Source: an optimization exercise on an open RTL-to-GDS flow (aim: small area). Production flows keep margins and buffers that such runs may drop. The RTL was checked by simulation tests, not by an equivalence proof against the original design. The clock port is modelled as an ideal driver, which makes a skipped or thinned clock tree look cheaper than it is; a real chip needs a root buffer or a tree.

==> run D: inputs <==
## color_centroid
module color_centroid
  (
    input         clk,
    input         rst,           
    input  [2:0]  rgbfilter,     
    input         new_frame_i,   
    output [14:0] orig_addr,
    input  [11:0] orig_pxl,
    output        proc_we,
    output [14:0] proc_addr,
    output [11:0] proc_pxl,
    output [7:0]  centroid,
    output        new_centroid,
    output [2:0]  proximity
  );
clock: 10.0 ns
lec_check: 0
cap_margin: 20
core_margin: 2
core_utilization: 40
slew_margin: 20
standard.sh (not shown) runs the stock make flow with config.mk's settings and CLKGATE_MAP_FILE= SYNTH_SCRIPT=/design/flow/synth_recipe.tcl, a recipe that flattens the netlist after the stock synthesis.
==> flow/flow/run.sh <==
#!/bin/bash
# Standard ORFS layout (standard.sh) with these changes:
#  - synthesis maps the logic with an area-oriented ABC script
#    (flow/abc_area_lean.script in place of ORFS's abc_speed.script);
#    the registers are the standard synthesis's, unchanged;
#  - the ports are buffered with the smallest plain buffer;
#  - the clock tree is built by flow/manual_cts.tcl (k-means groups of
#    registers, one clock buffer per group) in place of TritonCTS; the rest
#    of ORFS's CTS step (placement legalisation, timing repair) is kept.
set -euo pipefail
WORK=$(pwd)
cp -r "$FLOW_HOME/scripts" "$WORK/orfs_scripts"
cp "$WORK/flow/abc_area_lean.script" "$WORK/orfs_scripts/abc_speed.script"
sed -i 's|^log_cmd clock_tree_synthesis {\*}$cts_args|source $::env(MANUAL_CTS_TCL)|' "$WORK/orfs_scripts/cts.tcl"
grep -q MANUAL_CTS_TCL "$WORK/orfs_scripts/cts.tcl"
export SCRIPTS_DIR="$WORK/orfs_scripts"
export BUFFER_PORTS_ARGS="-buffer_cell sky130_fd_sc_hd__buf_1"
export MANUAL_CTS_TCL="$WORK/flow/manual_cts.tcl"
export MANUAL_CTS_NET=clk
export MANUAL_CTS_K=6
export MANUAL_CTS_BUF=sky130_fd_sc_hd__clkbuf_16
export MANUAL_CTS_ROOT=sky130_fd_sc_hd__clkbuf_8
bash standard.sh > orfs_make.log 2>&1
==> flow/flow/manual_cts.tcl <==
set mcts_k   $::env(MANUAL_CTS_K)
set mcts_buf $::env(MANUAL_CTS_BUF)
set mcts_root $::env(MANUAL_CTS_ROOT)
set block [ord::get_db_block]
set db [ord::get_db]
set clknet [$block findNet $::env(MANUAL_CTS_NET)]
$clknet setSigType CLOCK
set sinks {}
foreach it [$clknet getITerms] {
  lappend sinks $it
}
set n [llength $sinks]
puts "manual_cts: $n sinks, $mcts_k groups of $mcts_buf"
set xs {}; set ys {}
foreach it $sinks {
  set b [[$it getInst] getBBox]
  lappend xs [expr {([$b xMin] + [$b xMax]) / 2.0}]
  lappend ys [expr {([$b yMin] + [$b yMax]) / 2.0}]
}
# k-means, seeded with points spread along the sorted x+y order
set order [lsort -real -indices [lmap x $xs y $ys {expr {$x + $y}}]]
set cx {}; set cy {}
for {set k 0} {$k < $mcts_k} {incr k} {
  set i [lindex $order [expr {int(($k + 0.5) * $n / $mcts_k)}]]
  lappend cx [lindex $xs $i]; lappend cy [lindex $ys $i]
}
set asg [lrepeat $n 0]
for {set iter 0} {$iter < 50} {incr iter} {
  for {set i 0} {$i < $n} {incr i} {
    set best 0; set bd 1e30
    for {set k 0} {$k < $mcts_k} {incr k} {
      set dx [expr {[lindex $xs $i] - [lindex $cx $k]}]
      set dy [expr {[lindex $ys $i] - [lindex $cy $k]}]
      set d [expr {abs($dx) + abs($dy)}]
      if {$d < $bd} { set bd $d; set best $k }
    }
    lset asg $i $best
  }
  set sx [lrepeat $mcts_k 0.0]; set sy [lrepeat $mcts_k 0.0]; set sc [lrepeat $mcts_k 0]
  for {set i 0} {$i < $n} {incr i} {
    set k [lindex $asg $i]
    lset sx $k [expr {[lindex $sx $k] + [lindex $xs $i]}]
    lset sy $k [expr {[lindex $sy $k] + [lindex $ys $i]}]
    lset sc $k [expr {[lindex $sc $k] + 1}]
  }
  for {set k 0} {$k < $mcts_k} {incr k} {
    if {[lindex $sc $k] > 0} {
      lset cx $k [expr {[lindex $sx $k] / [lindex $sc $k]}]
      lset cy $k [expr {[lindex $sy $k] / [lindex $sc $k]}]
    }
  }
}
set master [$db findMaster $mcts_buf]
set src $clknet
if {$mcts_k > 4} {
  set rmaster [$db findMaster $mcts_root]
  set rb [odb::dbInst_create $block $rmaster "clkbuf_root_0"]
  set rn [odb::dbNet_create $block "clknet_root_0"]
  $rn setSigType CLOCK
  [$rb findITerm A] connect $clknet
  [$rb findITerm X] connect $rn
  set ax 0.0; set ay 0.0
  for {set k 0} {$k < $mcts_k} {incr k} {
    set ax [expr {$ax + [lindex $cx $k]}]; set ay [expr {$ay + [lindex $cy $k]}]
  }
  $rb setLocation [expr {int($ax / $mcts_k)}] [expr {int($ay / $mcts_k)}]
  $rb setPlacementStatus PLACED
  set src $rn
}
for {set k 0} {$k < $mcts_k} {incr k} {
  set b [odb::dbInst_create $block $master "clkbuf_leaf_$k"]
  set net [odb::dbNet_create $block "clknet_leaf_$k"]
  $net setSigType CLOCK
  [$b findITerm A] connect $src
  [$b findITerm X] connect $net
  $b setLocation [expr {int([lindex $cx $k])}] [expr {int([lindex $cy $k])}]
  $b setPlacementStatus PLACED
}
for {set i 0} {$i < $n} {incr i} {
  set it [lindex $sinks $i]
  set k [lindex $asg $i]
  set net [$block findNet "clknet_leaf_$k"]
  $it disconnect
  $it connect $net
}
puts "manual_cts: group sizes [lmap k [lsort -integer -unique $asg] {llength [lsearch -all $asg $k]}]"
Other scripts of this flow, unchanged in this note and not shown: flow/flow/abc_area_lean.script
==> run P (differences from run D) <==
--- a/flow/design.v
+++ b/flow/design.v
@@ -24,11 +24,11 @@
       we1        <= 1'b0;
       we2        <= 1'b0;
     end else begin
       we1 <= processing;
       we2 <= we1;
-      cnt <= (cnt + {14'd0, processing}) & ~({15{end_cnt}} & 15'h4B00);
+      cnt <= (processing & ~end_cnt) ? cnt + 1'b1 : 15'd0;
       if (processing) begin
         if (end_cnt) processing <= 1'b0;
       end else if (new_frame_i)
         processing <= 1'b1;
     end
==> flow/flow/run.sh (replaced) <==
#!/bin/bash
set -euo pipefail
WORK=$(pwd)
cp -r "$FLOW_HOME/scripts" "$WORK/orfs_scripts"
cp "$WORK/flow/abc_area_lean.script" "$WORK/orfs_scripts/abc_speed.script"
export SCRIPTS_DIR="$WORK/orfs_scripts"
export BUFFER_PORTS_ARGS="-buffer_cell sky130_fd_sc_hd__buf_1"
export CTS_ARGS="-sink_clustering_enable -repair_clock_nets -dont_use_dummy_load -buf_list sky130_fd_sc_hd__clkbuf_8 -sink_clustering_size 20 -sink_clustering_max_diameter 60"
bash standard.sh > orfs_make.log 2>&1
Settings changed: CORE_UTILIZATION 40 to 65, PLACE_DENSITY set to 0.75.
removed: flow/flow/manual_cts.tcl
==> run Y (differences from run D) <==
--- a/flow/design.v
+++ b/flow/design.v
@@ -24,11 +24,11 @@
       we1        <= 1'b0;
       we2        <= 1'b0;
     end else begin
       we1 <= processing;
       we2 <= we1;
-      cnt <= (cnt + {14'd0, processing}) & ~({15{end_cnt}} & 15'h4B00);
+      cnt <= (processing & ~end_cnt) ? cnt + 1'b1 : 15'd0;
       if (processing) begin
         if (end_cnt) processing <= 1'b0;
       end else if (new_frame_i)
         processing <= 1'b1;
     end
==> flow/flow/run.sh (replaced) <==
#!/bin/bash
set -euo pipefail
WORK=$(pwd)
cp -r "$FLOW_HOME/scripts" "$WORK/orfs_scripts"
cp "$WORK/flow/abc_area_lean.script" "$WORK/orfs_scripts/abc_speed.script"
export SCRIPTS_DIR="$WORK/orfs_scripts"
export BUFFER_PORTS_ARGS="-buffer_cell sky130_fd_sc_hd__buf_1"
export CTS_ARGS="-sink_clustering_enable -repair_clock_nets -dont_use_dummy_load -buf_list sky130_fd_sc_hd__clkbuf_8 -sink_clustering_size 20 -sink_clustering_max_diameter 60"
bash standard.sh > orfs_make.log 2>&1
Settings changed: CTS_BUF_LIST set to sky130_fd_sc_hd__clkbuf_8, CTS_CLUSTER_DIAMETER set to 60, CTS_CLUSTER_SIZE set to 20.
removed: flow/flow/manual_cts.tcl
==> impl_metrics.toml <==
[status]
status = "finished clean"

[global_routing]
grt_pass1_wl_mm = 19.1

[logic_synthesis]
synth_area_leaders = "dfxtp_1, dfrtp_1, ha_1"

[routing]
wl_met1_mm = 5.18

[floorplanning]
die_w_um = 129

[layout]
fill_cells = 1445
The numbers above come from run D.

==> impl_metrics.toml <==
[status]
status = "finished clean"

[floorplanning]
die_w_um = 129

[global_routing]
grt_pass1_wl_mm = 19.6

[routing]
wl_met1_mm = 5.70

[logic_synthesis]
synth_area_leaders = "dfxtp_1, dfrtp_1, ha_1"
The numbers above come from run Y.

==> impl_metrics.toml <==
[logic_synthesis]
synth_area_leaders = "dfxtp_1, dfrtp_1, ha_1"

[status]
status = "finished clean"

[global_routing]
grt_pass1_wl_mm = 19.2

[routing]
wl_met1_mm = 5.21

[layout]
fill_cells = 672

[floorplanning]
die_w_um = 102
The numbers above come from run P.

In run D the design's own scripts or RTL, not TritonCTS, make the clock network.

[static timing again, ports no longer ideal]
How much do the figures lean on ideal ports? The routed layouts below were timed once more, with nothing changed but the port constraints.
Step 1 sets driving cells, clkbuf_16 on the clock port and buf_2 on the other inputs (assumed; they add their load-dependent delay and slew).
Step 2 also shifts input and output timing later by t, the mid clock arrival at the registers, as if the neighbouring blocks saw the same clock.
Three values: no drivers, after step 1, after step 2; two values: the first two.
run	shift t [ns]	setup WS [ns]	worst hold slack (ns)	worst register clock-pin slew, ns
run D	0.446	5.005 / 4.970 / 5.416	0.321 / 0.321 / 0.321	0.13 / 0.13
run P	0.465	4.978 / 4.942 / 5.406	0.311 / 0.311 / 0.311	0.10 / 0.10
run Y	0.462	5.008 / 4.975 / 5.437	0.295 / 0.295 / 0.295	0.09 / 0.09
After both steps setup and hold are still met in every run listed.
